This design comes from an exercise in tuning for small area, a short achievable clock period and few clock cycles per item on the open sky130 flow, not from production work. No functional check of the RTL was part of any run shown here. No activity file was given, so power comes from the tool's default toggle rates.

==> flow/design.v <==
package mem_types;
    localparam NUM_SETS = 32;
    localparam NUM_ISETS= 32;
    typedef struct packed {  
        logic [(31-($clog2(NUM_SETS)+5)):00] tag;
        logic [($clog2(NUM_SETS)-1):00] set_addr;
        logic [04:00] offset;
        logic   [31:0]  ufp_addr;
        logic   [3:0]   ufp_rmask;
        logic   [3:0]   ufp_wmask;
        logic   [31:0]  ufp_wdata;
    } cache_t;
    typedef struct packed {  
        logic [(31-($clog2(NUM_ISETS)+5)):00] tag;
        logic [($clog2(NUM_ISETS)-1):00] set_addr;
        logic [04:00] offset;
        logic   [31:0]  ufp_addr;
        logic   [3:0]   ufp_rmask;
        logic   [3:0]   ufp_wmask;
        logic   [31:0]  ufp_wdata;
    } icache_t;
endpackage : mem_types
package rv32i_types;
    localparam NUM_ARCH_REG = 32;
    localparam NUM_ROB_ENTRIES = 8;
    localparam NUM_PHYS_REG = NUM_ROB_ENTRIES+ 32;
    localparam PHYS_REG_IDX = $clog2(NUM_PHYS_REG) - 1;
    localparam ARCH_REG_IDX = $clog2(NUM_ARCH_REG) - 1;
    localparam NUM_RS_ENTRIES = 2;
    localparam ST_Q_ENTRIES = 2;  
    localparam LD_RS_ENTRIES = 2;  
    localparam BRANCH_PRED_M = 1;
    localparam NUM_ORDER = 10;
    typedef struct packed {
        logic valid;
        logic [63:0] order;
        logic [31:0] inst;
        logic [ARCH_REG_IDX:0] rs1_addr, rs2_addr, rd_addr;
        logic [31:0] rs1_rdata, rs2_rdata, rd_wdata;
        logic [31:0] pc_rdata;
        logic [31:0] pc_wdata;
        logic [31:0] mem_addr;
        logic [3:0] mem_rmask;
        logic [3:0] mem_wmask;
        logic [31:0] mem_rdata;
        logic [31:0] mem_wdata;
    } rvfi_t;
    typedef struct packed {
        logic [ARCH_REG_IDX:0] rd;
        logic [PHYS_REG_IDX:0] pd;
        logic valid;
        logic [$clog2(NUM_ROB_ENTRIES)-1:0] rob_entry_idx;
        logic [31:0] rs1_value, rs2_value, value;
        logic [6:0]  opcode;
        logic [31:0] pc;
        logic [31:0] calculated_pc_next;
        logic [31:0] mem_addr;
        logic [3:0]  mem_rmask;
        logic [3:0]  mem_wmask;
        logic [31:0]  mem_rdata;
        logic [31:0]  mem_wdata;
    } cdb_entry_t; 
    typedef struct packed {
        logic   [31:0]  inst;  
        logic   [31:0]  pc;
        logic   [31:0]  pc_next;  
        logic           valid;  
        logic   [PHYS_REG_IDX:0]   ps1_s, ps2_s, pd_s;
        logic   [ARCH_REG_IDX:0]  rd_s, rs1_s, rs2_s;
        logic   ps1_valid, ps2_valid;
        logic   [2:0]   funct3;
        logic   [6:0]   funct7;
        logic   [6:0]   opcode;
        logic   [31:0]  imm;
        logic   [63:0]  order;
        logic   [BRANCH_PRED_M - 1:0]   br_hist;
        logic           regf_we;
    } decode_rename_to_dispatch_t;  
    typedef struct packed {
        logic [PHYS_REG_IDX:0] pd;
        logic [ARCH_REG_IDX:0] rs1, rs2, rd;
        logic           write_en;  
    } decode_rename_to_RAT_t;  
    typedef struct packed {
        logic [PHYS_REG_IDX:0] ps1, ps2;
        logic ps1_valid, ps2_valid;
    } RAT_to_decode_rename_t;  
    typedef struct packed {
        logic [ARCH_REG_IDX:0] rd;
        logic [PHYS_REG_IDX:0] pd;
        logic [31:0] pc;
        logic [31:0] pc_next;
        logic [63:0] order;
        logic [6:0] opcode;
        logic [31:0] calculated_pc_next;
        logic   [BRANCH_PRED_M - 1:0]   br_hist;
    } dispatch_to_ROB_only_data_t;  
    typedef struct packed {
        dispatch_to_ROB_only_data_t dispatch_to_ROB_only_data;  
        rvfi_t rvfi;
        logic enqueue_rob;
    } dispatch_to_ROB_t;
    typedef struct packed {
        logic commit;
        dispatch_to_ROB_only_data_t dispatch_data;
        rvfi_t rvfi;
    } ROB_entry_t;
    typedef struct packed {
        logic [($clog2(NUM_ROB_ENTRIES)-1):0] rob_entry_idx;
        logic is_rob_full;
    } ROB_to_dispatch_t;  
    typedef struct packed {
        ROB_entry_t rob_entry;
        logic is_rob_empty;
    } ROB_to_RRF_t;
    typedef struct packed {
        logic dequeue;
    } RRF_to_ROB_t;
    typedef struct packed {
        logic ps1_valid, ps2_valid;
        logic [PHYS_REG_IDX:0] ps1, ps2, pd;
        logic [ARCH_REG_IDX:0] rd;
        logic [2:0] funct3;
        logic [6:0] funct7;
        logic [6:0] opcode;
        logic [31:0] imm;
        logic [$clog2(NUM_ROB_ENTRIES)-1:0] rob_entry_idx;
        logic [31:0] pc;
        logic valid;
    } dispatch_to_rs_t;
    typedef struct packed {
        logic ps1_valid, ps2_valid;
        logic [PHYS_REG_IDX:0] ps1, ps2, pd;
        logic [ARCH_REG_IDX:0] rd;
        logic [2:0] funct3;
        logic [6:0] opcode;
        logic [31:0] imm;
        logic [$clog2(NUM_ROB_ENTRIES)-1:0] rob_entry_idx;
        logic [31:0] pc;
        logic valid;
    } dispatch_to_lsq_t;
    typedef struct packed {
        logic ps1_valid, ps2_valid;
        logic [PHYS_REG_IDX:0] ps1, ps2, pd;
        logic [ARCH_REG_IDX:0] rd;
        logic [2:0] funct3;
        logic [6:0] funct7;
        logic [6:0] opcode;
        logic [31:0] imm;
        logic [$clog2(NUM_ROB_ENTRIES)-1:0] rob_entry_idx;
        logic [31:0] pc;
        logic valid;
    } rs_to_alu_t;
       typedef struct packed {
        logic ps1_valid, ps2_valid;
        logic [PHYS_REG_IDX:0] ps1, ps2, pd;
        logic [ARCH_REG_IDX:0] rd;
        logic [2:0] funct3;
        logic [6:0] funct7;
        logic [6:0] opcode;
        logic [31:0] imm;
        logic [$clog2(NUM_ROB_ENTRIES)-1:0] rob_entry_idx;
        logic [31:0] pc;
        logic valid;
    } rs_to_br_t;
    typedef struct packed {
        logic ps1_valid, ps2_valid;
        logic [PHYS_REG_IDX:0] ps1, ps2, pd;
        logic [ARCH_REG_IDX:0] rd;
        logic [2:0] funct3;
        logic [6:0] funct7;
        logic [6:0] opcode;
        logic [31:0] imm;
        logic [$clog2(NUM_ROB_ENTRIES)-1:0] rob_entry_idx;
        logic [31:0] pc;
        logic valid;
    } rs_to_mult_t;
    typedef struct packed {
        logic ps1_valid, ps2_valid;
        logic [PHYS_REG_IDX:0] ps1, ps2, pd;
        logic [ARCH_REG_IDX:0] rd;
        logic [2:0] funct3;
        logic [6:0] funct7;
        logic [6:0] opcode;
        logic [31:0] imm;
        logic [$clog2(NUM_ROB_ENTRIES)-1:0] rob_entry_idx;
        logic [31:0] pc;
        logic valid;
    } rs_to_div_t;
    typedef struct packed {
        logic [PHYS_REG_IDX:0] pd;
        logic [ARCH_REG_IDX:0] rd;
        logic [2:0] funct3;
        logic [6:0] opcode;
        logic [$clog2(NUM_ROB_ENTRIES)-1:0] rob_entry_idx;
        logic [31:0] pc;
        logic valid;
    } mult_pipe_t;
    typedef struct packed {
        rs_to_alu_t data;
        logic [NUM_ORDER:0] order;
    } ALU_RS_entry_t;
    typedef struct packed {
        rs_to_alu_t data;
        logic [NUM_ORDER:0] order;
    } MUL_RS_entry_t;
    typedef struct packed {
        rs_to_br_t data;
        logic [NUM_ORDER:0] order;
    } BR_RS_entry_t;
    typedef struct packed {
        dispatch_to_lsq_t data;
        logic valid;
    } lsq_entry_t;
    typedef struct packed {
       logic   [31:0]  inst;
       logic   [31:0]  pc;
       logic   [31:0]  pc_next;
       logic   [63:0]  order;
       logic           valid;  
    } fetch_to_queue;  
    typedef enum logic [6:0] {
        op_b_lui       = 7'b0110111,  
        op_b_auipc     = 7'b0010111,  
        op_b_jal       = 7'b1101111,  
        op_b_jalr      = 7'b1100111,  
        op_b_br        = 7'b1100011,  
        op_b_load      = 7'b0000011,  
        op_b_store     = 7'b0100011,  
        op_b_imm       = 7'b0010011,  
        op_b_reg       = 7'b0110011   
    } rv32i_opcode;
    typedef enum logic [6:0] {
        base           = 7'b0000000,
        variant        = 7'b0100000,
        mult           = 7'b0000001
    } funct7_t;
    typedef enum logic [2:0] {
        arith_f3_add   = 3'b000,  
        arith_f3_sll   = 3'b001,
        arith_f3_slt   = 3'b010,
        arith_f3_sltu  = 3'b011,
        arith_f3_xor   = 3'b100,
        arith_f3_sr    = 3'b101,  
        arith_f3_or    = 3'b110,
        arith_f3_and   = 3'b111
    } arith_f3_t;
    typedef enum logic [2:0] {
        load_f3_lb     = 3'b000,
        load_f3_lh     = 3'b001,
        load_f3_lw     = 3'b010,
        load_f3_lbu    = 3'b100,
        load_f3_lhu    = 3'b101
    } load_f3_t;
    typedef enum logic [2:0] {
        store_f3_sb    = 3'b000,
        store_f3_sh    = 3'b001,
        store_f3_sw    = 3'b010
    } store_f3_t;
    typedef enum logic [2:0] { 
        branch_f3_beq  = 3'b000,
        branch_f3_bne  = 3'b001,
        branch_f3_blt  = 3'b100,
        branch_f3_bge  = 3'b101,
        branch_f3_bltu = 3'b110,
        branch_f3_bgeu = 3'b111
    } branch_f3_t;
    typedef enum logic [2:0] {
        alu_op_add     = 3'b000,
        alu_op_sll     = 3'b001,
        alu_op_sra     = 3'b010,
        alu_op_sub     = 3'b011,
        alu_op_xor     = 3'b100,
        alu_op_srl     = 3'b101,
        alu_op_or      = 3'b110,
        alu_op_and     = 3'b111
    } alu_ops;
    typedef enum logic [2:0] {
        mul_op_mul      = 3'b000,
        mul_op_mulh     = 3'b001,
        mul_op_mulhsu   = 3'b010,
        mul_op_mulhu    = 3'b011,
        mul_op_div      = 3'b100,
        mul_op_divu     = 3'b101,
        mul_op_rem      = 3'b110,
        mul_op_remu     = 3'b111
    } mul_ops;
    typedef union packed {
        logic [31:0] word;
        struct packed {
            logic [11:0] i_imm;
            logic [4:0]  rs1;
            logic [2:0]  funct3;
            logic [4:0]  rd;
            rv32i_opcode opcode;
        } i_type;
        struct packed {
            logic [6:0]  funct7;
            logic [4:0]  rs2;
            logic [4:0]  rs1;
            logic [2:0]  funct3;
            logic [4:0]  rd;
            rv32i_opcode opcode;
        } r_type;
        struct packed {
            logic [11:5] imm_s_top;
            logic [4:0]  rs2;
            logic [4:0]  rs1;
            logic [2:0]  funct3;
            logic [4:0]  imm_s_bot;
            rv32i_opcode opcode;
        } s_type;
        struct packed {
            logic [11:5] imm_s_top;
            logic [4:0]  rs2;
            logic [4:0]  rs1;
            logic [2:0]  funct3;
            logic [4:0]  imm_s_bot;
            rv32i_opcode opcode;
        } b_type;
        struct packed {
            logic [31:12] imm;
            logic [4:0]   rd;
            rv32i_opcode  opcode;
        } j_type;
    } instr_t;
endpackage : rv32i_types
module div_unit
(
    input  logic        clk,
    input  logic        rst,
    input  logic        issue,           
    input  logic [2:0]  funct3,          
    input  logic [6:0]  opcode,
    input  logic [4:0]  rd,
    input  logic [5:0]  pd,
    input  logic [2:0]  rob_idx,
    input  logic [31:0] pc,
    input  logic [31:0] ps1_value,
    input  logic [31:0] ps2_value,
    output logic        ready,           
    input  logic        cdb_dequeue,     
    output logic        res_valid,
    output logic [4:0]  res_rd,
    output logic [5:0]  res_pd,
    output logic [2:0]  res_rob_idx,
    output logic [31:0] res_value,
    output logic [31:0] res_rs1_value,
    output logic [31:0] res_rs2_value,
    output logic [31:0] res_pc,
    output logic [31:0] res_pc_next,
    output logic [6:0]  res_opcode
);
function automatic logic [5:0] bitlen(input logic [31:0] x);
    bitlen = 6'd0;
    for (int i = 0; i < 32; i++)
        if (x[i]) bitlen = i + 1;
endfunction
function automatic logic [31:0] or_down(input logic [31:0] x);
    or_down = x;
    or_down = or_down | (or_down >> 1);
    or_down = or_down | (or_down >> 2);
    or_down = or_down | (or_down >> 4);
    or_down = or_down | (or_down >> 8);
    or_down = or_down | (or_down >> 16);
endfunction
logic s_idle, s_setup, s_iter, s_done;
logic [31:0] a_r, nb_r, pc_r;  
logic [6:0]  opcode_r;
logic [4:0]  rd_r;
logic [5:0]  pd_r;
logic [2:0]  rob_r;
logic        rem_r;       
logic        sa_r, sb_r;  
logic        sel_a, sel_r, sel_q, neg_r;  
logic [5:0]  lb_r;        
logic [5:0]  n_r;         
logic [31:0] r_r;         
logic [31:0] q_r;         
logic [33:0] m3_r;        
logic        sgn_i, sa_i, sb_i, dbz_i, quick_i;
logic [31:0] ma_i, mb_i, pa_i;
assign sgn_i = ~funct3[0];
assign sa_i  = sgn_i & ps1_value[31];
assign sb_i  = sgn_i & ps2_value[31];
assign dbz_i = (ps2_value == 32'd0);
assign ma_i  = ps1_value ^ {32{sa_i}};
assign mb_i  = ps2_value ^ {32{sb_i}};
assign pa_i  = or_down(ma_i);
assign quick_i = dbz_i | (|(mb_i & ~(sa_i ? {pa_i[30:0], 1'b1} : pa_i)));
logic [31:0] fx_out, pc_next, b_out;
div_outs outs (
    .a(a_r), .r(r_r), .q(q_r),
    .sel_a(sel_a), .sel_r(sel_r), .sel_q(sel_q), .neg(neg_r),
    .y(fx_out),
    .pc(pc_r), .pc_next(pc_next),
    .nb(nb_r), .sb(sb_r), .b(b_out)
);
logic [5:0]  n_diff, n_set;
assign n_diff = n_r - lb_r + 6'd1;
assign n_set  = n_diff[5] ? 6'd32 : {n_diff[5:1] + {4'd0, n_diff[0]}, 1'b0};
logic [31:0] rot1, rot2, rot3, rot, lowmask;
assign rot1    = n_set[1] ? {fx_out[1:0], fx_out[31:2]} : fx_out;
assign rot2    = n_set[2] ? {rot1[3:0],   rot1[31:4]}   : rot1;
assign rot3    = n_set[3] ? {rot2[7:0],   rot2[31:8]}   : rot2;
assign rot     = n_set[4] ? {rot3[15:0],  rot3[31:16]}  : rot3;
assign lowmask = 32'hffffffff >> n_set;
logic [34:0] r4, nb1, nb2, d1, d2, d3;
logic        c_b;
logic [1:0]  qdig;
logic [31:0] r_next;
assign c_b  = ~sb_r;
assign r4   = {1'b0, r_r, q_r[31:30]};
assign nb1  = {3'b111, nb_r};
assign nb2  = {nb1[33:0], c_b};
assign d1   = r4 + nb1 + {34'd0, c_b};
assign d2   = r4 + nb2 + {34'd0, c_b};
assign d3   = r4 + {1'b1, m3_r} + {34'd0, c_b};
always_comb begin
    if (!d3[34])      begin qdig = 2'd3; r_next = d3[31:0]; end
    else if (!d2[34]) begin qdig = 2'd2; r_next = d2[31:0]; end
    else if (!d1[34]) begin qdig = 2'd1; r_next = d1[31:0]; end
    else              begin qdig = 2'd0; r_next = r4[31:0]; end
end
assign ready     = s_idle | (s_done & cdb_dequeue);
assign res_valid = s_done;
always_ff @(posedge clk) begin
    if (rst) begin
        s_idle  <= 1'b1;
        s_setup <= 1'b0;
        s_iter  <= 1'b0;
        s_done  <= 1'b0;
    end else begin
        s_setup <= issue & ~quick_i;
        s_iter  <= s_setup | (s_iter & (n_r != 6'd2));
        s_done  <= (issue & quick_i) | (s_iter & (n_r == 6'd2)) | (s_done & ~cdb_dequeue);
        s_idle  <= (s_idle & ~issue) | (s_done & cdb_dequeue & ~issue);
    end
end
always_ff @(posedge clk) begin
    if (issue) begin
        a_r      <= ps1_value;
        nb_r     <= ps2_value ^ {32{~sb_i}};
        pc_r     <= pc;
        opcode_r <= opcode;
        rd_r     <= rd;
        pd_r     <= pd;
        rob_r    <= rob_idx;
        rem_r    <= funct3[1];
        sa_r     <= sa_i;
        sb_r     <= sb_i;
        sel_a    <= ~quick_i | funct3[1];
        sel_r    <= 1'b0;
        sel_q    <= quick_i & ~funct3[1] & dbz_i;
        neg_r    <= ~quick_i & sa_i;
        lb_r     <= bitlen(mb_i);
        n_r      <= bitlen(ma_i) + {5'd0, sa_i};
    end else if (s_setup) begin
        n_r      <= n_set;
        sel_a    <= 1'b0;
        sel_r    <= rem_r;
        sel_q    <= ~rem_r;
        neg_r    <= rem_r ? sa_r : (sa_r ^ sb_r);
    end else if (s_iter) begin
        n_r      <= n_r - 6'd2;
    end
end
always_ff @(posedge clk) begin
    if (issue) begin
        r_r <= {1'b1, ps2_value[31:1] ^ {31{~sb_i}}};
        q_r <= {dbz_i ? 2'b11 : {ps2_value[0] ^ ~sb_i, ~sb_i}, {30{dbz_i}}};
    end else if (s_setup) begin
        m3_r <= d1[33:0];
        r_r <= rot & lowmask;
        q_r <= rot & ~lowmask;
    end else if (s_iter) begin
        r_r <= r_next;
        q_r <= {q_r[29:0], qdig};
    end
end
assign res_rd        = rd_r;
assign res_pd        = pd_r;
assign res_rob_idx   = rob_r;
assign res_value     = fx_out;
assign res_rs1_value = a_r;
assign res_rs2_value = b_out;
assign res_pc        = pc_r;
assign res_pc_next   = pc_next;
assign res_opcode    = opcode_r;
endmodule
module div_outs
(
    input  logic [31:0] a,
    input  logic [31:0] r,
    input  logic [31:0] q,
    input  logic        sel_a,
    input  logic        sel_r,
    input  logic        sel_q,
    input  logic        neg,
    output logic [31:0] y,
    input  logic [31:0] pc,
    output logic [31:0] pc_next,
    input  logic [31:0] nb,
    input  logic        sb,
    output logic [31:0] b
);
logic [31:0] x, lo;
assign x = ({32{sel_a}} & a) | ({32{sel_r}} & r) | ({32{sel_q}} & q);
always_comb begin
    lo = x << 1;
    lo = lo | (lo << 1);
    lo = lo | (lo << 2);
    lo = lo | (lo << 4);
    lo = lo | (lo << 8);
    lo = lo | (lo << 16);
end
assign y = x ^ ({32{neg}} & lo);
logic [31:0] all1;    
always_comb begin
    all1 = {pc[30:2], 3'b111};
    all1 = all1 & {all1[30:0], 1'b1};
    all1 = all1 & {all1[29:0], 2'b11};
    all1 = all1 & {all1[27:0], 4'hf};
    all1 = all1 & {all1[23:0], 8'hff};
    all1 = all1 & {all1[15:0], 16'hffff};
end
assign pc_next = {pc[31:2] ^ all1[31:2], pc[1:0]};
assign b = nb ^ {32{~sb}};
endmodule
==> flow/flow/run.sh <==
#!/bin/bash
export BUFFER_PORTS_ARGS="-buffer_cell sky130_fd_sc_hd__buf_1"
bash standard.sh > standard.log 2>&1
==> flow/standard.sh <==
#!/bin/bash
# synth_recipe.tcl (not shown) runs the flow's synth.tcl, then flattens the netlist and writes it again
# the make line also repeats each setting of config.mk as NAME=value (left out here)
make -C /OpenROAD-flow-scripts/flow DESIGN_CONFIG=/design/flow/config.mk WORK_HOME=/design/flow/orfs CLKGATE_MAP_FILE= SYNTH_SCRIPT=/design/flow/synth_recipe.tcl "${@:-finish}"
==> flow/config.mk <==
export PLATFORM = sky130hd
export DESIGN_NAME = div_unit
export DESIGN_NICKNAME = div_unit
export VERILOG_FILES = /design/flow/design.v
export SDC_FILE = /design/flow/constraint.sdc
export NUM_CORES = 4
export LEC_CHECK = 0
export ABC_AREA = 1
export CAP_MARGIN = 20
export CORE_MARGIN = 2
export CORE_UTILIZATION = 40
export PLACE_DENSITY = 0.6
export SETUP_SLACK_MARGIN = 1.0
export SLEW_MARGIN = 20
export SYNTH_HIERARCHICAL = 1
==> flow/constraint.sdc <==
create_clock -name core_clock -period 5.5 [get_ports {clk}]
set_input_delay 1.1000 -clock core_clock [delete_from_list [all_inputs] [get_ports {clk}]]
set_output_delay 1.1000 -clock core_clock [all_outputs]
set_load 0.01 [all_outputs]
==> results of run 1 <==
power groups by stage:
stage / sequential (mW) / clock, mW / combinational (mW)
final: 2.46 / 2.26 / 4.73
after floorplan: 2.41 / 0 / 3.16
after global routing: 2.47 / 2.36 / 5.18
after CTS: 2.46 / 2.30 / 4.60
after global placement: 2.50 / 0 / 4.52
after detailed placement: 2.50 / 0 / 4.58
worst max-delay path, cell delays in order, from the launching register on:
cell	delay, ns
edfxtp_1	0.32
inv_1	0.11
ha_1	0.29
inv_1	0.04
ha_1	0.21
fa_1	0.46
nand2_1	0.08
nand2_1	0.05
a21oi_1	0.16
xnor2_1	0.16
inv_1	0.12
nor2_2	0.04
inv_1	0.60
o21ai_0	0.29
mux2i_1	0.26
mux2i_1	0.11
o21ai_0	0.40
o22ai_1	0.18
inv_1	0.10
nand2_1	0.05
cells in the mapped netlist (14+ instances only):
library cell    n
nor4_1         19
xnor2_1       108
mux2i_1        57
inv_2          20
nor2_1        202
o21ai_1        21
nand2_1       713
buf_2          14
o211ai_1       56
o21ai_0       199
ha_1          112
inv_1         259
nand4_1        28
edfxtp_1      232
a21oi_1       172
nor3_1         14
a31oi_1        15
clkbuf_1       60
nand3_1       139
nand2_2        14
xor2_1        108
layout by cell type, fill, tap and decap left out, types with 8 or more instances in the layout:
master	Yosys	routed
a21oi_1	172	170
a31oi_1	15	14
buf_1	4	304
buf_4	6	45
bufinv_16	0	8
clkbuf_16	0	30
edfxtp_1	232	232
ha_1	112	112
inv_1	259	259
inv_2	20	20
mux2i_1	57	57
nand2_1	713	711
nand2_2	14	16
nand3_1	139	139
nand3_2	9	9
nand3b_1	11	11
nand4_1	28	28
nor2_1	202	199
nor2_2	13	14
nor3_1	14	14
nor4_1	19	18
o211ai_1	56	56
o21ai_0	199	190
o21ai_1	21	29
o221ai_1	13	13
xnor2_1	108	108
xor2_1	108	108
xor2_2	8	8
final timing paths:
check	endpoint	slack, ns	depth (start not counted)
worst max-delay path	r_r[30]$_DFFE_PP_	1.18	19
worst min-delay path	s_done$_SDFF_PP0_	0.50	2
worst max register to register	r_r[30]$_DFFE_PP_	1.18	19
worst min register to register	s_done$_SDFF_PP0_	0.50	2
kinds of logic after synthesis:
family,count (synthesis),share of synthesized area (%)
fa+ha+maj,118,7.27
buf+inv,370,7.10
flops,238,33.9
compound gates,529,14.5
simple gates,1198,24.9
mux,57,2.73
xor+xnor,225,9.74
repair_timing:
action / 4_1_cts / 5_1_grt
buffers inserted: 0 / 6
gates resized for setup: 0 / 18
endpoints found under the setup margin: 0 / 42
sequential cells by signal (all words and copies together) (netlist names), 3 cells and up:
| signal | count |
|---|---|
| n_r | 6 |
| pd_r | 6 |
| q_r | 32 |
| r_r | 32 |
| nb_r | 32 |
| rd_r | 5 |
| rob_r | 3 |
| pc_r | 32 |
| lb_r | 6 |
| a_r | 32 |
| m3_r | 34 |
| opcode_r | 7 |
modules after synthesis, one instance, submodules excluded:
module / cells inside / flops+latches / copies in the design / area, sq um
div_unit: 2207 / 238 / 1 / 18200
div_outs: 528 / 0 / 1 / 2680
area by class of cell:
cell class | instances | area, sq um | area share [%]
multi-input cells | 2127 | 12400 | 51.6
repair buffers | 353 | 1530 | 6.35
clock inverters | 17 | 332 | 1.37
inverters | 282 | 1060 | 4.39
flip-flops and latches | 238 | 7090 | 29.4
clock buffers | 39 | 815 | 3.38
well taps | 680 | 851 | 3.53
per-stage QoR:
step           total power, mW  setup WS [ns]
2_1_floorplan             5.57           1.40
3_3_place_gp              7.02          0.766
3_5_place_dp              7.08          0.763
4_1_cts                   9.36           1.05
5_1_grt                   10.0          0.892
6_report                  9.46           1.18
routing by layer:
layer  track usage (%)  wire length [um]  up-vias
li1                  -                 -     9893
met1              37.5             33400     9734
met2              47.0             36600      997
met3              6.13              7660      164
met4              9.77              3020        0
met5                 0                 0        -
==> results.tsv, run 1 <==
metric	value	unit
fin_util	46.8	%
drt_iter0_drc	2088	
combPwrFrac	50.0	%
skew	0.0459	ns
gp_congestion	1.05	
cts_tree	yes	
synth-edff-count	232	
critPathMaxFanout	33	
cts_hold_buffers	0	
port-buffer-count	305	
nets	3274	
rows	83	
slew_violations	0	
synth_fp_nets	2977	
ys_seq_area_share	33.9	%
min_period	4.32	ns
synth.avg_cell_area	7.65	sq um
fin_area	0.0241	sq mm
cts_buffer_depth	3	
track_usage	28.7	%
grt_max_degree	54	
min-delay-start	s_iter$_SDFF_PP0_	
diodes	0	
critPathLaunchType	flop	
hold_viol	0	
clock-sinks	238	
async_flop_share	0	%
p_seq_share	26.1	%
fin_setup_tns	0	ns
power_switching_share	45.3	%
synth_largest_area_cell	edfxtp_1	
grt_pass1_vias	19463	
postPlaceCellArea	0.0229	sq mm
cp_data_required_time	5.83	ns
via_count	20788	
cellLeakagePower	10.3	nW
p_per_area	392	mW/mm^2
detail_route.drc_violations	0	
drive_gt1_share	6.87	%
io_pins	307	
antenna_found_initial	0	
worst-slew-pin-transition	1.07	ns
clk_pin_slew_worst_paths	0.06	ns
core_area	0.0515	sq mm
routedWlPerCell	21.6	um
synth.area.top_cells	edfxtp_1, nand2_1, ha_1, o21ai_0, inv_1	
timing.rr.start	n_r[1]$_DFFE_PP_	
min_period_over_period	78.5	%
synth_ff_type	edfxtp_1	
whs	0.501	ns
die_y	233	um
fp.dieArea	0.0542	sq mm
dp.final_hpwl	66000	um
arrival	4.65	ns
wirelength	80700	um
clock_power_share	23.9	%
cts_buffers	30	
synthDistinctLibCells	70	
setup.worst_path.end_class	flop	
firstDrtPassIters	6	
yosys_warnings	8	
grt_pass1_wl	117000	um
post-place-cells	3674	
fmax	231	MHz
area_delta_synth_final	15.2	%
ys_seq_elements	238	
max-cap-violations	0	
cts_root_buf	clkbuf_16	
final_cells	3736	
p_int	5.18	mW
overflow	0	
peakVddDrop	0.000318	V
status	no timing/DRC/antenna violations	
htreeDepth	1	
netlist.area_leader.share	33.3	%
fill_cells	5243	
drtAntennaViolNets	0	
path_class	reg2reg	
startpoint	n_r[1]$_DFFE_PP_	
p_switching	4.28	mW
fp.dieW	233	um
viasPerCell	5.56	
rsz0062_at_grt	true	
clk_latency	0.61	ns
syn_inst	2735	
start_util	40.6	%
setup_violations	0	
syn-cell-area	0.0209	sq mm
maxSlewHeadroom	28.7	%
min_path_type	reg2reg	
==> inputs of run 2 (changes only) <==
--- a/flow/design.v
+++ b/flow/design.v
@@ -365,4 +365,12 @@
     or_down = or_down | (or_down >> 16);
 endfunction
+function automatic logic [31:0] or_up(input logic [31:0] x);
+    or_up = x << 1;
+    or_up = or_up | (or_up << 1);
+    or_up = or_up | (or_up << 2);
+    or_up = or_up | (or_up << 4);
+    or_up = or_up | (or_up << 8);
+    or_up = or_up | (or_up << 16);
+endfunction
 logic s_idle, s_setup, s_iter, s_done;
 logic [31:0] a_r, nb_r, pc_r;  
@@ -373,4 +381,5 @@
 logic        rem_r;       
 logic        sa_r, sb_r;  
+logic        quick_r;     
 logic        sel_a, sel_r, sel_q, neg_r;  
 logic [5:0]  lb_r;        
@@ -378,5 +387,4 @@
 logic [31:0] r_r;         
 logic [31:0] q_r;         
-logic [33:0] m3_r;        
 logic        sgn_i, sa_i, sb_i, dbz_i, quick_i;
 logic [31:0] ma_i, mb_i, pa_i;
@@ -389,12 +397,9 @@
 assign pa_i  = or_down(ma_i);
 assign quick_i = dbz_i | (|(mb_i & ~(sa_i ? {pa_i[30:0], 1'b1} : pa_i)));
-logic [31:0] fx_out, pc_next, b_out;
-div_outs outs (
-    .a(a_r), .r(r_r), .q(q_r),
-    .sel_a(sel_a), .sel_r(sel_r), .sel_q(sel_q), .neg(neg_r),
-    .y(fx_out),
-    .pc(pc_r), .pc_next(pc_next),
-    .nb(nb_r), .sb(sb_r), .b(b_out)
-);
+logic [31:0] fx_in, fx_out;
+logic        fx_neg;
+assign fx_in  = ({32{sel_a}} & a_r) | ({32{sel_r}} & r_r) | ({32{sel_q}} & q_r);
+assign fx_neg = neg_r;
+assign fx_out = fx_in ^ ({32{fx_neg}} & or_up(fx_in));
 logic [5:0]  n_diff, n_set;
 assign n_diff = n_r - lb_r + 6'd1;
@@ -406,5 +411,5 @@
 assign rot     = n_set[4] ? {rot3[15:0],  rot3[31:16]}  : rot3;
 assign lowmask = 32'hffffffff >> n_set;
-logic [34:0] r4, nb1, nb2, d1, d2, d3;
+logic [34:0] r4, nb1, nb2, d1, d2, d3, cs_s, cs_c;
 logic        c_b;
 logic [1:0]  qdig;
@@ -416,5 +421,7 @@
 assign d1   = r4 + nb1 + {34'd0, c_b};
 assign d2   = r4 + nb2 + {34'd0, c_b};
-assign d3   = r4 + {1'b1, m3_r} + {34'd0, c_b};
+assign cs_s = r4 ^ nb1 ^ nb2;
+assign cs_c = {((r4[33:0] & nb1[33:0]) | (r4[33:0] & nb2[33:0]) | (nb1[33:0] & nb2[33:0])), c_b};
+assign d3   = cs_s + cs_c + {34'd0, c_b};
 always_comb begin
     if (!d3[34])      begin qdig = 2'd3; r_next = d3[31:0]; end
@@ -450,7 +457,8 @@
         sa_r     <= sa_i;
         sb_r     <= sb_i;
+        quick_r  <= quick_i;
         sel_a    <= ~quick_i | funct3[1];
         sel_r    <= 1'b0;
-        sel_q    <= quick_i & ~funct3[1] & dbz_i;
+        sel_q    <= quick_i & ~funct3[1];
         neg_r    <= ~quick_i & sa_i;
         lb_r     <= bitlen(mb_i);
@@ -468,8 +476,6 @@
 always_ff @(posedge clk) begin
     if (issue) begin
-        r_r <= {1'b1, ps2_value[31:1] ^ {31{~sb_i}}};
-        q_r <= {dbz_i ? 2'b11 : {ps2_value[0] ^ ~sb_i, ~sb_i}, {30{dbz_i}}};
+        q_r <= {32{dbz_i}};
     end else if (s_setup) begin
-        m3_r <= d1[33:0];
         r_r <= rot & lowmask;
         q_r <= rot & ~lowmask;
@@ -479,4 +485,6 @@
     end
 end
+logic [31:0] pc_carry;
+assign pc_carry = {~or_up(~{pc_r[31:2], 2'b11})};
 assign res_rd        = rd_r;
 assign res_pd        = pd_r;
@@ -484,46 +492,7 @@
 assign res_value     = fx_out;
 assign res_rs1_value = a_r;
-assign res_rs2_value = b_out;
+assign res_rs2_value = nb_r ^ {32{~sb_r}};
 assign res_pc        = pc_r;
-assign res_pc_next   = pc_next;
+assign res_pc_next   = {pc_r[31:2] ^ pc_carry[31:2], pc_r[1:0]};
 assign res_opcode    = opcode_r;
 endmodule
-module div_outs
-(
-    input  logic [31:0] a,
-    input  logic [31:0] r,
-    input  logic [31:0] q,
-    input  logic        sel_a,
-    input  logic        sel_r,
-    input  logic        sel_q,
-    input  logic        neg,
-    output logic [31:0] y,
-    input  logic [31:0] pc,
-    output logic [31:0] pc_next,
-    input  logic [31:0] nb,
-    input  logic        sb,
-    output logic [31:0] b
-);
-logic [31:0] x, lo;
-assign x = ({32{sel_a}} & a) | ({32{sel_r}} & r) | ({32{sel_q}} & q);
-always_comb begin
-    lo = x << 1;
-    lo = lo | (lo << 1);
-    lo = lo | (lo << 2);
-    lo = lo | (lo << 4);
-    lo = lo | (lo << 8);
-    lo = lo | (lo << 16);
-end
-assign y = x ^ ({32{neg}} & lo);
-logic [31:0] all1;    
-always_comb begin
-    all1 = {pc[30:2], 3'b111};
-    all1 = all1 & {all1[30:0], 1'b1};
-    all1 = all1 & {all1[29:0], 2'b11};
-    all1 = all1 & {all1[27:0], 4'hf};
-    all1 = all1 & {all1[23:0], 8'hff};
-    all1 = all1 & {all1[15:0], 16'hffff};
-end
-assign pc_next = {pc[31:2] ^ all1[31:2], pc[1:0]};
-assign b = nb ^ {32{~sb}};
-endmodule
--- a/flow/config.mk
+++ b/flow/config.mk
@@ -11,5 +11,4 @@
 export CORE_UTILIZATION = 40
 export PLACE_DENSITY = 0.6
-export SETUP_SLACK_MARGIN = 1.0
+export SETUP_SLACK_MARGIN = 1.3
 export SLEW_MARGIN = 20
-export SYNTH_HIERARCHICAL = 1
==> run 2 against run 1 <==
Synthesized cell count fell by 6.9%. Core utilization up 3.2 points. Combinational power is 19% higher. Global-route usage rose by 1.4 points. Critical path type is now reg2out.
==> results.tsv, run 2 <==
metric	value	unit
yosys_warnings	1	
routedWlPerCell	21.9	um
setup_ws	1.23	ns
viasPerCell	5.53	
antenna_found_initial	2	
cellLeakagePower	10.3	nW
grt_pass1_wl	114000	um
min_path_type	reg2reg	
ys_seq_area_share	30.8	%
cts_root_buf	clkbuf_16	
area_delta_synth_final	23.7	%
clk_pin_slew_worst_paths	0.05	ns
slew_violations	0	
nets	3239	
diodes	0	
arrival	3.17	ns
wirelength	79800	um
rrSetupSlack	1.41	ns
core_area	0.0487	sq mm
ys_seq_elements	204	
drtAntennaViolNets	0	
fp.dieArea	0.0511	sq mm
yosysMostFrequentCell	nand2_1	
grt_max_degree	73	
htreeDepth	1	
fill_cells	4836	
fp.dieW	226	um
path_class	reg2out	
synth_commonest_cells	nand2_1, a21oi_1, inv_1	
cts_buffers	25	
setup_violations	0	
overflow	0	
fmax	234	MHz
peakVddDrop	0.000343	V
min_period_over_period	77.6	%
track_usage	30.1	%
synthDistinctLibCells	73	
dp.final_hpwl	62900	um
port-buffer-count	305	
die_y	226	um
critPathLaunchType	flop	
syn_inst	2547	
gp_congestion	0.965	
drt_iter0_drc	1848	
status	no timing/DRC/antenna violations	
clock-sinks	204	
io_pins	307	
drive_gt1_share	15.3	%
skew	0.0212	ns
syn-cell-area	0.0197	sq mm
firstDrtPassIters	6	
p_per_area	387	mW/mm^2
fin_setup_tns	0	ns
power.total	9.42	mW
synth-edff-count	199	
synth.avg_cell_area	7.74	sq um
rsz0062_at_grt	true	
cts_buffer_depth	3	
cts_tree	yes	
max-cap-violations	0	
synth.area.top_cells	edfxtp_1, nand2_1, ha_1, xor2_1, a21oi_1	
async_flop_share	0	%
final_cell_mix	nand2_1, buf_1, edfxtp_1	
detail_route.drc_violations	0	
grt_pass1_vias	19052	
synth_largest_area_cell	edfxtp_1	
setup.worst_path.end_class	primary output	
layout.cells.most_common	nand2_1	
via_count	20163	
rows	81	
worst-slew-pin-transition	1.05	ns
synth_fp_nets	2825	
critPathMaxFanout	8	
place_ws	0.602	ns
synth_ff_type	edfxtp_1	
cp_data_required_time	4.40	ns
hold_viol	0	
start_util	40.4	%
min_period	4.27	ns
netlist.area_leader.share	30.3	%
clk_latency	0.55	ns
maxSlewHeadroom	29.6	%
==> run 2: cell types whose count changed in the layout (fill, tap and decap cells not counted), sizes merged, moves of 33 or more <==
cell / delta
buf: +101
edfxtp: -33
inv: -65
mux2i: -46
nand2: -72
nand3: +33
nor2: -71
o211ai: -33
==> run 2: kinds of logic after synthesis <==
kind of cell	count (synthesis)	synth area share [%]
buffers and inverters	306	6.53
flip-flops	204	30.8
multiplexers	11	0.559
AO/OA/AOI/OAI	544	15.6
XOR/XNOR	242	11.3
adder cells (fa/ha/maj)	154	11.2
AND/OR/NAND/NOR	1086	24.1
==> run 2: critical path: stages, from the launching register on <==
cell,delay (ns)
edfxtp_1,0.43
buf_12,0.18
buf_12,0.13
nand2_1,0.07
nand3_1,0.23
nor2_1,0.29
inv_1,0.14
nor3_4,0.27
nand4_1,0.16
o21ai_2,0.25
nand2_2,0.10
xor2_2,0.19
buf_2,0.16
==> run 2: per-layer routing <==
layer,vias up,GRT usage (%),routed length (um),share of wire [%]
li1,9537,-,-,-
met1,9564,36.4,31100,39
met2,839,51.8,38700,49
met3,219,4.10,5010,6.3
met4,4,16.6,4930,6.2
met5,-,0,29,0.036
==> run 2: cell type report <==
type,count,area [sq um],share of cell area [%]
inverters,221,848,3.48
clock buffers,30,644,2.64
repair inverters,3,20.0,0.0822
flip-flops and latches,204,6080,24.9
repair buffers,465,2680,11.0
well taps,664,831,3.41
multi-input cells,2041,13100,53.8
clock inverters,16,165,0.678
==> run 2: worst paths after layout <==
kind / start / to / cells past startpoint
min reg2reg: s_done$_SDFF_PP0_ / s_done$_SDFF_PP0_ / 2
max reg2reg: nb_r[0]$_DFFE_PP_ / r_r[14]$_DFFE_PP_ / 25
min: s_done$_SDFF_PP0_ / s_done$_SDFF_PP0_ / 2
max: sel_a$_SDFFCE_PN0P_ / res_value[31] / 12
==> run 2: power by group <==
part	internal (mW)	total (mW)	switching, mW
registers	1.92	2.11	0.199
logic	1.90	5.64	3.74
clock network	0.977	1.66	0.686
==> run 2: stage by stage <==
step / util (%) / cell area, sq um / hold WS, ns / cells
2_1_floorplan: - / 19700 / 0.454 / 2547
3_3_place_gp: 44.2 / 21500 / 0.505 / 3470
3_5_place_dp: 44.2 / 21500 / 0.505 / 3470
4_1_cts: 47.7 / 23300 / 0.515 / 3579
5_1_grt: 50.0 / 24400 / 0.533 / 3644
6_report: 50.0 / 24400 / 0.510 / 3644
==> run 2: timing repair <==
action	in CTS	in global routing
setup buffers	55	61
pin swaps	38	69
hold buffers	0	0
resized for setup	120	178
endpoints found under the setup margin	84	92
cloned	8	4
==> inputs of run 3 (changes only) <==
--- a/flow/config.mk
+++ b/flow/config.mk
@@ -11,4 +11,4 @@
 export CORE_UTILIZATION = 40
 export PLACE_DENSITY = 0.6
-export SETUP_SLACK_MARGIN = 1.3
+export SETUP_SLACK_MARGIN = 1.0
 export SLEW_MARGIN = 20
==> run 3 against run 2 <==
Largest power group unchanged. Power down 5.4%. Via count down 2.0%. Cell count down 1.8%.
==> results.tsv, run 3 <==
metric	value	unit
netlist.area_leader.share	30.3	%
ys_seq_elements	204	
ys_seq_area_share	30.8	%
firstDrtPassIters	6	
rrSetupSlack	1.13	ns
rr_endpoint	r_r[7]$_DFFE_PP_	
grt_pass1_vias	18921	
clock_power_share	17.9	%
hold_viol	0	
synth_ff_type	edfxtp_1	
rows	81	
postPlaceCellArea	0.0216	sq mm
fp.dieArea	0.0511	sq mm
p_switching	4.41	mW
cp_data_required_time	4.40	ns
htreeDepth	1	
track_usage	29.5	%
peakVddDrop	0.000271	V
p_per_area	383	mW/mm^2
max-cap-violations	0	
startpoint	sel_q$_DFFE_PP_	
core_area	0.0487	sq mm
met1_usage	35.9	%
nets	3173	
final_cell_mix	nand2_1, buf_1, edfxtp_1	
fmax	229	MHz
setup.worst_path.end_class	primary output	
grt-busiest-layer	met2	
status	no timing/DRC/antenna violations	
viasPerCell	5.52	
synth.area.top_cells	edfxtp_1, nand2_1, ha_1, xor2_1, a21oi_1	
power_switching_share	49.5	%
final_cells	3578	
syn-cell-area	0.0197	sq mm
min_path_type	reg2reg	
fp.dieW	226	um
clock-sinks	204	
skew	0.0198	ns
use_met3	3.96	%
met2_usage	51.5	%
routedWlPerCell	21.8	um
layout.cells.most_common	nand2_1	
path_class	reg2out	
grt_max_degree	64	
critPathLaunchType	flop	
syn_inst	2547	
synth-edff-count	199	
dp.final_hpwl	62600	um
drive_gt1_share	10.2	%
slew_violations	0	
arrival	3.28	ns
synth.avg_cell_area	7.74	sq um
synth_fp_nets	2825	
gp_congestion	0.970	
reg2reg_depth	26	
synth_commonest_cells	nand2_1, a21oi_1, inv_1	
maxSlewHeadroom	31.7	%
min_period	4.38	ns
async_flop_share	0	%
cts_tree	yes	
via_count	19761	
cts_hold_buffers	0	
detail_route.drc_violations	0	
die_y	226	um
overflow	0	
grt_pass1_wl	113000	um
fin_area	0.0233	sq mm
setup_violations	0	
drt_iter0_drc	1519	
cts_buffers	25	
synthDistinctLibCells	73	
post-place-cells	3472	
multiInputGateArea	0.0127	sq mm
drtAntennaViolNets	0	
p_seq_share	23.8	%
port-buffer-count	305	
p_int	4.50	mW
worst-slew-pin-transition	1.02	ns
cts_buffer_depth	3	
synth_largest_area_cell	edfxtp_1	
clk_latency	0.55	ns
wirelength	78200	um
fin_setup_tns	0	ns
timing.rr.start	sb_r$_DFFE_PP_	
io_pins	307	
yosysMostFrequentCell	nand2_1	
cts_root_buf	clkbuf_16	
antenna_found_initial	0	
combPwrFrac	58.3	%
whs	0.532	ns
yosys_warnings	1	
clk_pin_slew_worst_paths	0.06	ns
cellLeakagePower	9.77	nW
regArea	0.00608	sq mm
min_period_over_period	79.6	%
rsz0062_at_grt	true	
power.total	8.91	mW
area_delta_synth_final	18.1	%
cp-endpoint	res_value[27]	
start_util	40.4	%
fill_cells	4942	
critPathMaxFanout	7	
## run 3: what timing repair did
| item | CTS | global route |
|---|---|---|
| resized for setup | 19 | 87 |
| pin swaps | 4 | 26 |
| setup buffers | 18 | 35 |
| cloned | 1 | 6 |
| setup endpoints to repair | 36 | 82 |
## run 3: how the worst min path moves through the flow
stage | start | to | slack (ns) | depth (start not counted)
floorplan | s_iter$_SDFF_PP0_ | s_done$_SDFF_PP0_ | 0.45 | 2
global placement | s_idle$_SDFF_PP1_ | s_idle$_SDFF_PP1_ | 0.51 | 2
detailed placement | s_idle$_SDFF_PP1_ | s_idle$_SDFF_PP1_ | 0.52 | 2
CTS | s_idle$_SDFF_PP1_ | s_idle$_SDFF_PP1_ | 0.53 | 2
global route | s_idle$_SDFF_PP1_ | s_idle$_SDFF_PP1_ | 0.55 | 2
finish | s_idle$_SDFF_PP1_ | s_idle$_SDFF_PP1_ | 0.53 | 2
## run 3: cells by family after synthesis
family	share of synthesized area, %
xor gates and xnor gates	11.3
muxes	0.559
and+or+nand+nor	24.1
AOI/OAI and AO/OA	15.6
adders and majority gates	11.2
DFF	30.8
buffers and inverters	6.53
## run 3: layout make-up
| cell class | instances | area share, % |
|---|---|---|
| clock inverter | 11 | 0.333 |
| sequential | 204 | 26.1 |
| clock buffer | 34 | 3.01 |
| antenna | 1 | 0.0108 |
| timing repair buffer | 403 | 8.88 |
| multi-input combinational | 2038 | 54.4 |
| timing repair inverter | 2 | 0.0538 |
| tap | 664 | 3.57 |
| inverter | 221 | 3.60 |
## run 3: worst max-delay path, stage by stage, from the launching register on
cell and delay (ns):
edfxtp_1 0.49, buf_12 0.20, nand2_4 0.06, nand3_4 0.07
nor2_4 0.12, nand4_4 0.09, inv_2 0.08, nand2_4 0.05
nor2_4 0.14, nand2_4 0.07, nor2_4 0.15, nand4_4 0.12
nor3_4 0.20, nand4_1 0.18, o21ai_2 0.22, buf_6 0.14
xor2_4 0.16, inv_2 0.05, buf_6 0.11
## run 3: power by group through the flow
stage | Combinational [mW] | Sequential (mW) | Clock, mW
after global placement | 4.78 | 2.15 | 0
after detailed placement | 4.79 | 2.15 | 0
after global routing | 5.67 | 2.13 | 1.68
after CTS | 4.87 | 2.12 | 1.62
final | 5.19 | 2.12 | 1.59
after floorplan | 3.31 | 2.07 | 0
## run 3: routing by layer
| layer | vias to the layer above | wire (um) |
|---|---|---|
| li1 | 9386 | - |
| met1 | 9394 | 31200 |
| met2 | 802 | 37800 |
| met3 | 179 | 4850 |
| met4 | 0 | 4280 |
| met5 | - | 0 |
## run 3: per-stage QoR
stage | worst slack (ns) | util, %
3_3_place_gp | 0.545 | 44.3
3_5_place_dp | 0.601 | 44.3
2_1_floorplan | 1.17 | -
4_1_cts | 1.00 | 46.4
6_report | 1.12 | 47.7
5_1_grt | 0.929 | 47.7
==> inputs of run 4 (changes only) <==
--- a/flow/design.v
+++ b/flow/design.v
@@ -381,5 +381,4 @@
 logic        rem_r;       
 logic        sa_r, sb_r;  
-logic        quick_r;     
 logic        sel_a, sel_r, sel_q, neg_r;  
 logic [5:0]  lb_r;        
@@ -406,5 +405,5 @@
 assign n_set  = n_diff[5] ? 6'd32 : {n_diff[5:1] + {4'd0, n_diff[0]}, 1'b0};
 logic [31:0] rot1, rot2, rot3, rot, lowmask;
-assign rot1    = n_set[1] ? {fx_out[1:0], fx_out[31:2]} : fx_out;
+assign rot1    = n_set[1] ? {q_r[1:0], q_r[31:2]} : q_r;
 assign rot2    = n_set[2] ? {rot1[3:0],   rot1[31:4]}   : rot1;
 assign rot3    = n_set[3] ? {rot2[7:0],   rot2[31:8]}   : rot2;
@@ -457,14 +456,12 @@
         sa_r     <= sa_i;
         sb_r     <= sb_i;
-        quick_r  <= quick_i;
-        sel_a    <= ~quick_i | funct3[1];
+        sel_a    <= quick_i & funct3[1];
         sel_r    <= 1'b0;
-        sel_q    <= quick_i & ~funct3[1];
-        neg_r    <= ~quick_i & sa_i;
+        sel_q    <= quick_i & ~funct3[1] & dbz_i;
+        neg_r    <= 1'b0;
         lb_r     <= bitlen(mb_i);
         n_r      <= bitlen(ma_i) + {5'd0, sa_i};
     end else if (s_setup) begin
         n_r      <= n_set;
-        sel_a    <= 1'b0;
         sel_r    <= rem_r;
         sel_q    <= ~rem_r;
@@ -476,5 +473,5 @@
 always_ff @(posedge clk) begin
     if (issue) begin
-        q_r <= {32{dbz_i}};
+        q_r <= dbz_i ? 32'hffffffff : (ps1_value ^ ({32{sa_i}} & or_up(ps1_value)));
     end else if (s_setup) begin
         r_r <= rot & lowmask;
--- a/flow/config.mk
+++ b/flow/config.mk
@@ -11,4 +11,4 @@
 export CORE_UTILIZATION = 40
 export PLACE_DENSITY = 0.6
-export SETUP_SLACK_MARGIN = 1.0
+export SETUP_SLACK_MARGIN = 1.3
 export SLEW_MARGIN = 20
==> run 4 against run 3 <==
Still clean on timing, DRC and antenna. Via count is 2.9% higher. Core utilization up 1.7 points. Critical path depth increased by 10. Sequential share of layout area shrank 1.5 points. Setup slack lost 0.53 ns.
==> results.tsv, run 4 <==
metric	value	unit
cts_tree	yes	
synth_top_family_by_area	simple AND/OR/NAND/NOR gates	
arrival	3.81	ns
power.total	9.18	mW
fp.dieArea	0.0521	sq mm
cp_num_buf_inv	10	
p_per_area	372	mW/mm^2
yosys_warnings	1	
final_cell_mix	nand2_1, buf_1, inv_1	
cellLeakagePower	10.3	nW
cts_buffer_depth	3	
critPathMostFrequentCell	inv_2	
fp.dieW	228	um
yosys.area_share.simple	20.1	%
muxShareOfSynthArea	3.13	%
place_ws	0.471	ns
cp_data_required_time	4.40	ns
synth.avg_cell_area	7.87	sq um
overflow	0	
drive_gt1_share	13.7	%
start_util	40.3	%
netlist.area_leader.share	29.6	%
multiInputGateArea	0.0133	sq mm
skew	0.0496	ns
synth-xor-area-share	11.4	%
path_class	reg2out	
drtAntennaViolNets	0	
core_area	0.0499	sq mm
worst-slew-pin-transition	0.870	ns
synth_largest_area_cell	edfxtp_1	
syn_inst	2557	
dp.final_hpwl	61700	um
synth_fp_nets	2836	
grt_max_degree	67	
synthDistinctLibCells	68	
min_period	4.91	ns
gp_congestion	0.992	
nets	3247	
maxSlewHeadroom	42.0	%
async_flop_share	0	%
critPathMaxFanout	6	
via_count	20338	
ys_seq_elements	204	
fin_area	0.0246	sq mm
critical-path-top-delay-family	simple AND/OR/NAND/NOR gates	
rows	82	
io_pins	307	
diodes	0	
detail_route.drc_violations	0	
syn-cell-area	0.0201	sq mm
synth-edff-count	198	
setup_ws	0.591	ns
rsz0062_at_grt	true	
fin_setup_tns	0	ns
clock-sinks	204	
track_usage	28.4	%
min_path_type	reg2reg	
ys_seq_area_share	30.1	%
synth_compound_area_share	17.5	%
layout.cells.most_common	nand2_1	
fmax	204	MHz
area_delta_synth_final	22.5	%
cts_buffers	27	
setup.worst_path.end_class	primary output	
slew_violations	0	
grt_pass1_vias	19352	
routedWlPerCell	21.3	um
antenna_found_initial	2	
critPathLaunchType	flop	
min_period_over_period	89.3	%
grt_pass1_wl	114000	um
cts_hold_buffers	0	
cp_slowest_cell	edfxtp_1	
fill_cells	4973	
cpPeakStageDelay	0.43	ns
wirelength	77900	um
synth.area.top_cells	edfxtp_1, nand2_1, ha_1, xor2_1, o21ai_0	
synth_fa_ha_area_share	11.0	%
die_y	228	um
whs	0.514	ns
setup_violations	0	
firstDrtPassIters	6	
drt_iter0_drc	1879	
yosysMostFrequentCell	nand2_1	
peakVddDrop	0.000346	V
synth_ff_type	edfxtp_1	
clk_pin_slew_worst_paths	0.06	ns
hold_viol	0	
clk_latency	0.59	ns
status	no timing/DRC/antenna violations	
post-place-cells	3498	
fin_util	49.4	%
postPlaceCellArea	0.0222	sq mm
final_cells	3660	
port-buffer-count	305	
max-cap-violations	0	
viasPerCell	5.56	
synth_commonest_cells	nand2_1, inv_1, o21ai_0	
cts_root_buf	clkbuf_16	
htreeDepth	1	
regArea	0.00607	sq mm
-- run 4: changes by cell type after synthesis, sizes merged, moves of 13 or more --
cell and delta:
a21oi -19, buf -17, clkbuf +18, inv +35
mux2i +52, nand2 -88, nand3 -86, nor2 +28
o211ai +32, o21ai +15, o311ai +13, or2 -14
-- run 4: repair_timing --
item | 4_1_cts | 5_1_grt
resized for setup | 79 | 143
pin swaps | 26 | 42
cloned | 2 | 3
endpoints found under the setup margin | 54 | 99
buffers inserted | 50 | 58
-- run 4: worst paths after layout --
path / start / end / cells after the start / slack [ns]
max reg2reg: nb_r[2]$_DFFE_PP_ / r_r[26]$_DFFE_PP_ / 18 / 1.42
max: sel_a$_DFFE_PP_ / res_value[26] / 28 / 0.59
min: s_iter$_SDFF_PP0_ / s_iter$_SDFF_PP0_ / 2 / 0.51
min reg2reg: s_iter$_SDFF_PP0_ / s_iter$_SDFF_PP0_ / 2 / 0.51
-- run 4: report_power, final --
part	switching (mW)	internal (mW)	leakage (nW)
Clock	0.745	1.01	0.425
Sequential	0.156	1.92	1.97
Combinational	3.57	1.78	7.87
-- run 4: cell type report --
type | instances | area share, %
multi-input cells | 2013 | 54.1
flip-flops and latches | 204 | 24.6
repair buffers | 464 | 10.2
inverters | 255 | 4.06
well taps | 672 | 3.41
clock buffers | 30 | 2.79
clock inverters | 19 | 0.761
repair inverters | 3 | 0.0812
-- run 4: logic make-up (layout without fill, tap and decap cells) --
kind of cell | Yosys count | after routing
XOR/XNOR | 261 | 261
adder cells (fa/ha/maj) | 155 | 155
flip-flops | 204 | 204
multiplexers | 63 | 63
AND/OR/NAND/NOR | 926 | 927
buffers and inverters | 341 | 771
AO/OA/AOI/OAI | 607 | 607
-- run 4: per-layer routing --
metal / routed length (um) / global-route usage, %
met1: 33800 / 38.6
met2: 36300 / 47.1
met3: 4990 / 2.97
met4: 2810 / 9.31
met5: 13 / 0
-- run 4: worst min-delay path, stage by stage (launching register included) --
cell     delay, ns
dfxtp_1       0.32
nand2_1       0.07
a21oi_1       0.07
==> inputs of run 5 (changes only) <==
--- a/flow/config.mk
+++ b/flow/config.mk
@@ -11,4 +11,4 @@
 export CORE_UTILIZATION = 40
 export PLACE_DENSITY = 0.6
-export SETUP_SLACK_MARGIN = 1.3
+export SETUP_SLACK_MARGIN = 1.0
 export SLEW_MARGIN = 20
==> run 5 against run 4 <==
Still clean on timing, DRC and antenna. Combinational power decreased by 7.1%. Cell count decreased by 1.7%. Sequential share of layout area increased by 0.90 points. First-iteration DRC count decreased by 15%. Clock-buffer cell count increased by 3. Core utilization decreased by 1.7 points. Synthesized cell count unchanged. Wire length decreased by 2.2%. Non-clock buffer count decreased by 58. Worst hold slack got worse by 0.011 ns. Synthesized area unchanged. Via count decreased by 2.9%. Largest power group unchanged.
==> results.tsv, run 5 <==
metric	value	unit
fp.dieArea	0.0521	sq mm
reg2reg_depth	17	
holdPathStages	2	
synth.area.top_cells	edfxtp_1, nand2_1, ha_1, xor2_1, o21ai_0	
cpPeakStageDelay	0.47	ns
maxSlewHeadroom	39.6	%
rsz0062_at_grt	true	
cp_num_buf_inv	9	
synth.avg_cell_area	7.87	sq um
timing.rr.start	n_r[1]$_DFFE_PP_	
hold_viol	0	
critPathMaxFanout	6	
htreeDepth	1	
fp.dieW	228	um
min_path_type	reg2reg	
fmax	199	MHz
yosysMostFrequentCell	nand2_1	
worstHoldEndpoint	s_iter$_SDFF_PP0_	
p_per_area	373	mW/mm^2
ys_seq_elements	204	
synth-edff-count	198	
nets	3185	
rows	82	
gp_congestion	0.967	
arrival	3.92	ns
core_area	0.0499	sq mm
netlist.area_leader.share	29.6	%
synthDistinctLibCells	68	
layout.cells.most_common	nand2_1	
whs	0.504	ns
max-cap-violations	0	
min_period	5.02	ns
min-delay-start	s_iter$_SDFF_PP0_	
peakVddDrop	0.000242	V
path_depth	27	
firstDrtPassIters	6	
via_count	19753	
path_class	reg2out	
synth_largest_area_cell	edfxtp_1	
die_y	228	um
port-buffer-count	305	
syn-cell-area	0.0201	sq mm
setup.worst_path.end_class	primary output	
worst-slew-pin-transition	0.907	ns
overflow	0	
slew_violations	0	
yosys_warnings	1	
clk_pin_slew_worst_paths	0.06	ns
ys_seq_area_share	30.1	%
clk_latency	0.61	ns
syn_inst	2557	
wirelength	76200	um
grt_max_degree	154	
grt_pass1_wl	113000	um
synth_commonest_cells	nand2_1, inv_1, o21ai_0	
synth_fp_nets	2836	
area_delta_synth_final	18.2	%
routedWlPerCell	21.2	um
track_usage	28.1	%
antenna_found_initial	0	
async_flop_share	0	%
setup_violations	0	
drive_gt1_share	9.30	%
rrSetupSlack	1.31	ns
cts_root_buf	clkbuf_16	
cts_buffer_depth	3	
critical-path-top-delay-family	simple AND/OR/NAND/NOR gates	
status	no timing/DRC/antenna violations	
critPathLaunchType	flop	
viasPerCell	5.49	
fin_util	47.7	%
min_period_over_period	91.3	%
io_pins	307	
cts_tree	yes	
rr_endpoint	q_r[12]$_DFFE_PP_	
dp.final_hpwl	61500	um
drtAntennaViolNets	0	
start_util	40.3	%
cp_slowest_cell	edfxtp_1	
critPathMostFrequentCell	inv_2	
final_cell_mix	nand2_1, buf_1, inv_1	
synth_ff_type	edfxtp_1	
fin_setup_tns	0	ns
detail_route.drc_violations	0	
skew	0.0532	ns
clock-sinks	204	
grt_pass1_vias	19192	
power.total	8.87	mW
fill_cells	5027	
cp_data_required_time	4.40	ns
cts_hold_buffers	0	
cts_buffers	27	
drt_iter0_drc	1600	
diodes	0	
cellLeakagePower	9.86	nW
-- run 5: power breakdown --
| part | internal, mW | switching, mW | total [mW] |
|---|---|---|---|
| Clock | 1.07 | 0.729 | 1.80 |
| Sequential | 1.92 | 0.185 | 2.10 |
| Combinational | 1.62 | 3.35 | 4.97 |
| Total | 4.60 | 4.27 | 8.87 |
-- run 5: worst max path at each step --
stage | start | to | slack, ns
floorplan | funct3[0] | n_r[4]$_DFFE_PP_ | 1.05
global placement | funct3[0] | n_r[4]$_DFFE_PP_ | 0.60
detailed placement | funct3[0] | n_r[4]$_DFFE_PP_ | 0.61
CTS | sel_q$_DFFE_PP_ | res_value[30] | 0.54
global route | sel_q$_DFFE_PP_ | res_value[30] | 0.26
finish | sel_q$_DFFE_PP_ | res_value[30] | 0.48
-- run 5: area by class of cell --
cell class / instances / area (sq um) / share of cell area (%)
clock buffer: 33 / 718 / 3.02
clock inverter: 16 / 173 / 0.726
inverter: 255 / 977 / 4.11
multi-input combinational: 2012 / 13000 / 54.6
sequential: 204 / 6070 / 25.5
tap: 672 / 841 / 3.54
timing repair buffer: 406 / 2010 / 8.47
-- run 5: worst register-to-register path, delay by kind of cell (launching register included) --
kind	cells	cell delay [ns]
AOI/OAI and AO/OA	3	0.62
xor gates and xnor gates	1	0.21
adders and majority gates	3	0.96
buffers and inverters	4	0.54
DFF	1	0.32
muxes	3	0.88
and+or+nand+nor	3	0.41
-- run 5: cell families (layout without fill, tap and decap cells) --
family                     Yosys count  count (layout)  share of synthesized area [%]
muxes                               63              63                           3.13
adders and majority gates          155             155                           11.0
and+or+nand+nor                    926             926                           20.1
xor gates and xnor gates           261             261                           11.4
buffers and inverters              341             710                           6.69
AOI/OAI and AO/OA                  607             607                           17.5
DFF                                204             204                           30.1
-- run 5: layer usage --
metal / up-vias / track usage (%) / part of all wire, % / routed length [um]
met4: 0 / 10.5 / 3.9 / 2970
li1: 9506 / - / - / -
met3: 123 / 2.48 / 5.7 / 4320
met1: 9426 / 38.3 / 44 / 33800
met5: - / 0 / 0 / 0
met2: 698 / 46.4 / 46 / 35100
-- run 5: through the flow --
stage / std cells / setup WS [ns] / cell area [sq um]
after CTS: 3567 / 0.542 / 23300
after global routing: 3598 / 0.265 / 23800
after detailed placement: 3497 / 0.615 / 22200
final: 3598 / 0.478 / 23800
after floorplan: 2557 / 1.05 / 20100
after global placement: 3497 / 0.602 / 22200
-- run 5: what timing repair did --
action / in CTS / in global routing
cloned: 1 / 0
resized for setup: 39 / 56
pin swaps: 15 / 22
buffers inserted: 20 / 31
endpoints found under the setup margin: 25 / 65
==> inputs of run 6 (changes only) <==
--- a/flow/config.mk
+++ b/flow/config.mk
@@ -9,6 +9,6 @@
 export CAP_MARGIN = 20
 export CORE_MARGIN = 2
-export CORE_UTILIZATION = 40
-export PLACE_DENSITY = 0.6
+export CORE_UTILIZATION = 55
+export PLACE_DENSITY = 0.7
 export SETUP_SLACK_MARGIN = 1.0
 export SLEW_MARGIN = 20
==> run 6 against run 5 <==
Synthesized cell count is the same. Clock skew shrank 0.042 ns. Sequential share of layout area grew 0.50 points. Highest routed layer unchanged. Setup slack gained 0.11 ns. Clock power is essentially flat. Die area shrank 27%. Synthesized area is the same.
==> results.tsv, run 6 <==
metric	value	unit
p_per_area	376	mW/mm^2
skew	0.0116	ns
cts_tree	yes	
timing.rr.start	q_r[31]$_DFFE_PP_	
area_delta_synth_final	15.9	%
path_class	reg2out	
drive_gt1_share	8.84	%
cts_root_buf	clkbuf_16	
grt_pass1_vias	18947	
yosys_warnings	1	
synth-edff-count	198	
cp_slowest_cell	edfxtp_1	
synth.area.top_cells	edfxtp_1, nand2_1, ha_1, xor2_1, o21ai_0	
fill_cells	3200	
core_area	0.0363	sq mm
cp_data_required_time	4.40	ns
syn_inst	2557	
power_switching_share	48.1	%
cts_hold_buffers	0	
reg2reg_depth	22	
clk_latency	0.55	ns
detail_route.drc_violations	0	
clock_power_share	20.4	%
synth.avg_cell_area	7.87	sq um
critPathMaxFanout	8	
port-buffer-count	305	
grt_max_degree	99	
maxSlewHeadroom	48.2	%
whs	0.463	ns
critPathLaunchType	flop	
slew_violations	0	
setup_violations	0	
p_int	4.55	mW
netlist.area_leader.share	29.6	%
peakVddDrop	0.000363	V
ys_seq_elements	204	
fp.dieArea	0.0381	sq mm
drtAntennaViolNets	0	
viasPerCell	5.96	
worst-slew-pin-transition	0.777	ns
combPwrFrac	55.8	%
min-delay-start	s_iter$_SDFF_PP0_	
dp.final_hpwl	56500	um
async_flop_share	0	%
p_seq_share	23.8	%
synth_commonest_cells	nand2_1, inv_1, o21ai_0	
start_util	55.4	%
worstHoldEndpoint	s_iter$_SDFF_PP0_	
min_path_type	reg2reg	
setup.worst_path.end_class	primary output	
synth_fp_nets	2836	
drt_iter0_drc	1752	
clk_pin_slew_worst_paths	0.07	ns
rows	70	
die_y	195	um
antenna_found_initial	0	
gp_congestion	0.989	
io_pins	307	
fmax	203	MHz
holdPathStages	2	
power.total	8.78	mW
critPathMostFrequentCell	inv_2	
min_period	4.92	ns
status	no timing/DRC/antenna violations	
ys_seq_area_share	30.1	%
htreeDepth	1	
cellLeakagePower	9.76	nW
min_period_over_period	89.4	%
via_count	20131	
syn-cell-area	0.0201	sq mm
yosysMostFrequentCell	nand2_1	
fp.dieW	195	um
wirelength	70900	um
p_switching	4.23	mW
overflow	0	
fin_setup_tns	0	ns
cpPeakStageDelay	0.45	ns
cts_buffer_depth	3	
nets	3167	
max-cap-violations	0	
firstDrtPassIters	7	
synth_largest_area_cell	edfxtp_1	
grt_pass1_wl	107000	um
cts_buffers	25	
layout.cells.most_common	nand2_1	
track_usage	36.4	%
synthDistinctLibCells	68	
rsz0062_at_grt	true	
clock-sinks	204	
hold_viol	0	
routedWlPerCell	21.0	um
arrival	3.82	ns
synth_ff_type	edfxtp_1	
rrSetupSlack	1.24	ns
final_cell_mix	nand2_1, buf_1, inv_1	
rr_endpoint	r_r[27]$_DFFE_PP_	
-- run 6: routing by layer --
| metal | routed length, um | global-route usage (%) | share of wire, % | vias up |
|---|---|---|---|---|
| li1 | - | - | - | 9470 |
| met1 | 29400 | 49.1 | 41 | 9586 |
| met2 | 33300 | 60.7 | 47 | 971 |
| met3 | 6140 | 5.58 | 8.7 | 104 |
| met4 | 2070 | 10.5 | 2.9 | 0 |
| met5 | 0 | 0 | 0 | - |
-- run 6: power groups by stage --
stage | clock network, mW | registers, mW | logic, mW
after detailed placement | 0 | 2.13 | 4.62
final | 1.79 | 2.09 | 4.90
after CTS | 1.79 | 2.10 | 4.67
after global routing | 1.84 | 2.10 | 5.30
after floorplan | 0 | 2.08 | 3.14
after global placement | 0 | 2.12 | 4.58
-- run 6: worst max path at each step --
stage | slack, ns | depth (start not counted) | startpoint | end
CTS | 0.59 | 28 | sel_a$_DFFE_PP_ | res_value[30]
floorplan | 1.05 | 41 | funct3[0] | n_r[4]$_DFFE_PP_
finish | 0.58 | 28 | sel_a$_DFFE_PP_ | res_value[30]
detailed placement | 0.69 | 40 | funct3[0] | n_r[4]$_DFFE_PP_
global route | 0.39 | 28 | sel_a$_DFFE_PP_ | res_value[30]
global placement | 0.65 | 40 | funct3[0] | n_r[4]$_DFFE_PP_
-- run 6: area by class of cell --
type                       instances  area (sq um)  share of cell area, %
clock inverter                    15           201                  0.864
tap                              468           586                   2.51
timing repair buffer             390          1870                   8.01
clock buffer                      30           664                   2.85
sequential                       204          6070                   26.0
inverter                         255           968                   4.15
multi-input combinational       2012         13000                   55.6
antenna                            1          2.50                 0.0107
-- run 6: cell families after synthesis --
logic type | count (synthesis) | share of synthesized area (%)
AO/OA/AOI/OAI | 607 | 17.5
XOR/XNOR | 261 | 11.4
adder cells (fa/ha/maj) | 155 | 11.0
buffers and inverters | 341 | 6.69
flip-flops | 204 | 30.1
multiplexers | 63 | 3.13
AND/OR/NAND/NOR | 926 | 20.1
-- run 6: worst max-delay path: cells and delay by family (launching register included) --
kind / cells / cell delay (ns)
XOR/XNOR: 1 / 0.15
AO/OA/AOI/OAI: 2 / 0.30
flip-flops: 1 / 0.45
buffers and inverters: 10 / 0.82
AND/OR/NAND/NOR: 15 / 1.53
-- run 6: what timing repair did --
| action | in CTS | in global routing |
|---|---|---|
| endpoints found under the setup margin | 21 | 60 |
| gates resized for setup | 34 | 53 |
| cloned | 1 | 0 |
| hold endpoints to repair | 0 | 0 |
| pin swaps | 13 | 11 |
| setup buffers | 15 | 32 |
-- run 6: through the flow --
stage,utilization (%),instance area [sq um],setup slack (ns),std cells
after floorplan,-,20100,1.05,2557
after global placement,60.0,21800,0.649,3281
after detailed placement,60.0,21800,0.686,3281
after CTS,63.0,22900,0.591,3342
after global routing,64.2,23300,0.389,3374
final,64.2,23300,0.583,3375

==> separate check: timing with driven ports <==
How much do the figures lean on ideal ports? The routed layouts below were timed once more, with nothing changed but the port constraints.
Step 1 assumes that a clkbuf_16 drives the clock port and a buf_2 every other input.
Step 2 adds t to the input delays and takes it off the output delays; t is the mean of the earliest and latest rising clock arrival at the registers after step 1. Input paths then give back, and output paths get back, about the clock's delay inside the block.
a / b / c = no drivers / after step 1 / after step 2; a / b = the first two.
run | t, ns | setup WS [ns] | latest minus earliest clock arrival (ns) | slew at the worst register clock pin (ns)
run 1 | 0.643 | 1.180 / 1.139 / 0.795 | 0.047 / 0.047 | 0.07 / 0.07
run 2 | 0.595 | 1.232 / 1.178 / 1.007 | 0.021 / 0.022 | 0.07 / 0.07
run 3 | 0.593 | 1.124 / 1.071 / 0.679 | 0.022 / 0.023 | 0.07 / 0.07
run 4 | 0.627 | 0.591 / 0.532 / 1.009 | 0.050 / 0.050 | 0.07 / 0.07
run 5 | 0.645 | 0.478 / 0.415 / 0.745 | 0.057 / 0.057 | 0.06 / 0.06
run 6 | 0.606 | 0.583 / 0.524 / 0.740 | 0.014 / 0.014 | 0.07 / 0.07
After both steps setup and hold are still met in every run listed. For run 3, which loses most, drivers alone change the setup slack by -0.053 ns; drivers and shift together by -0.445 ns.
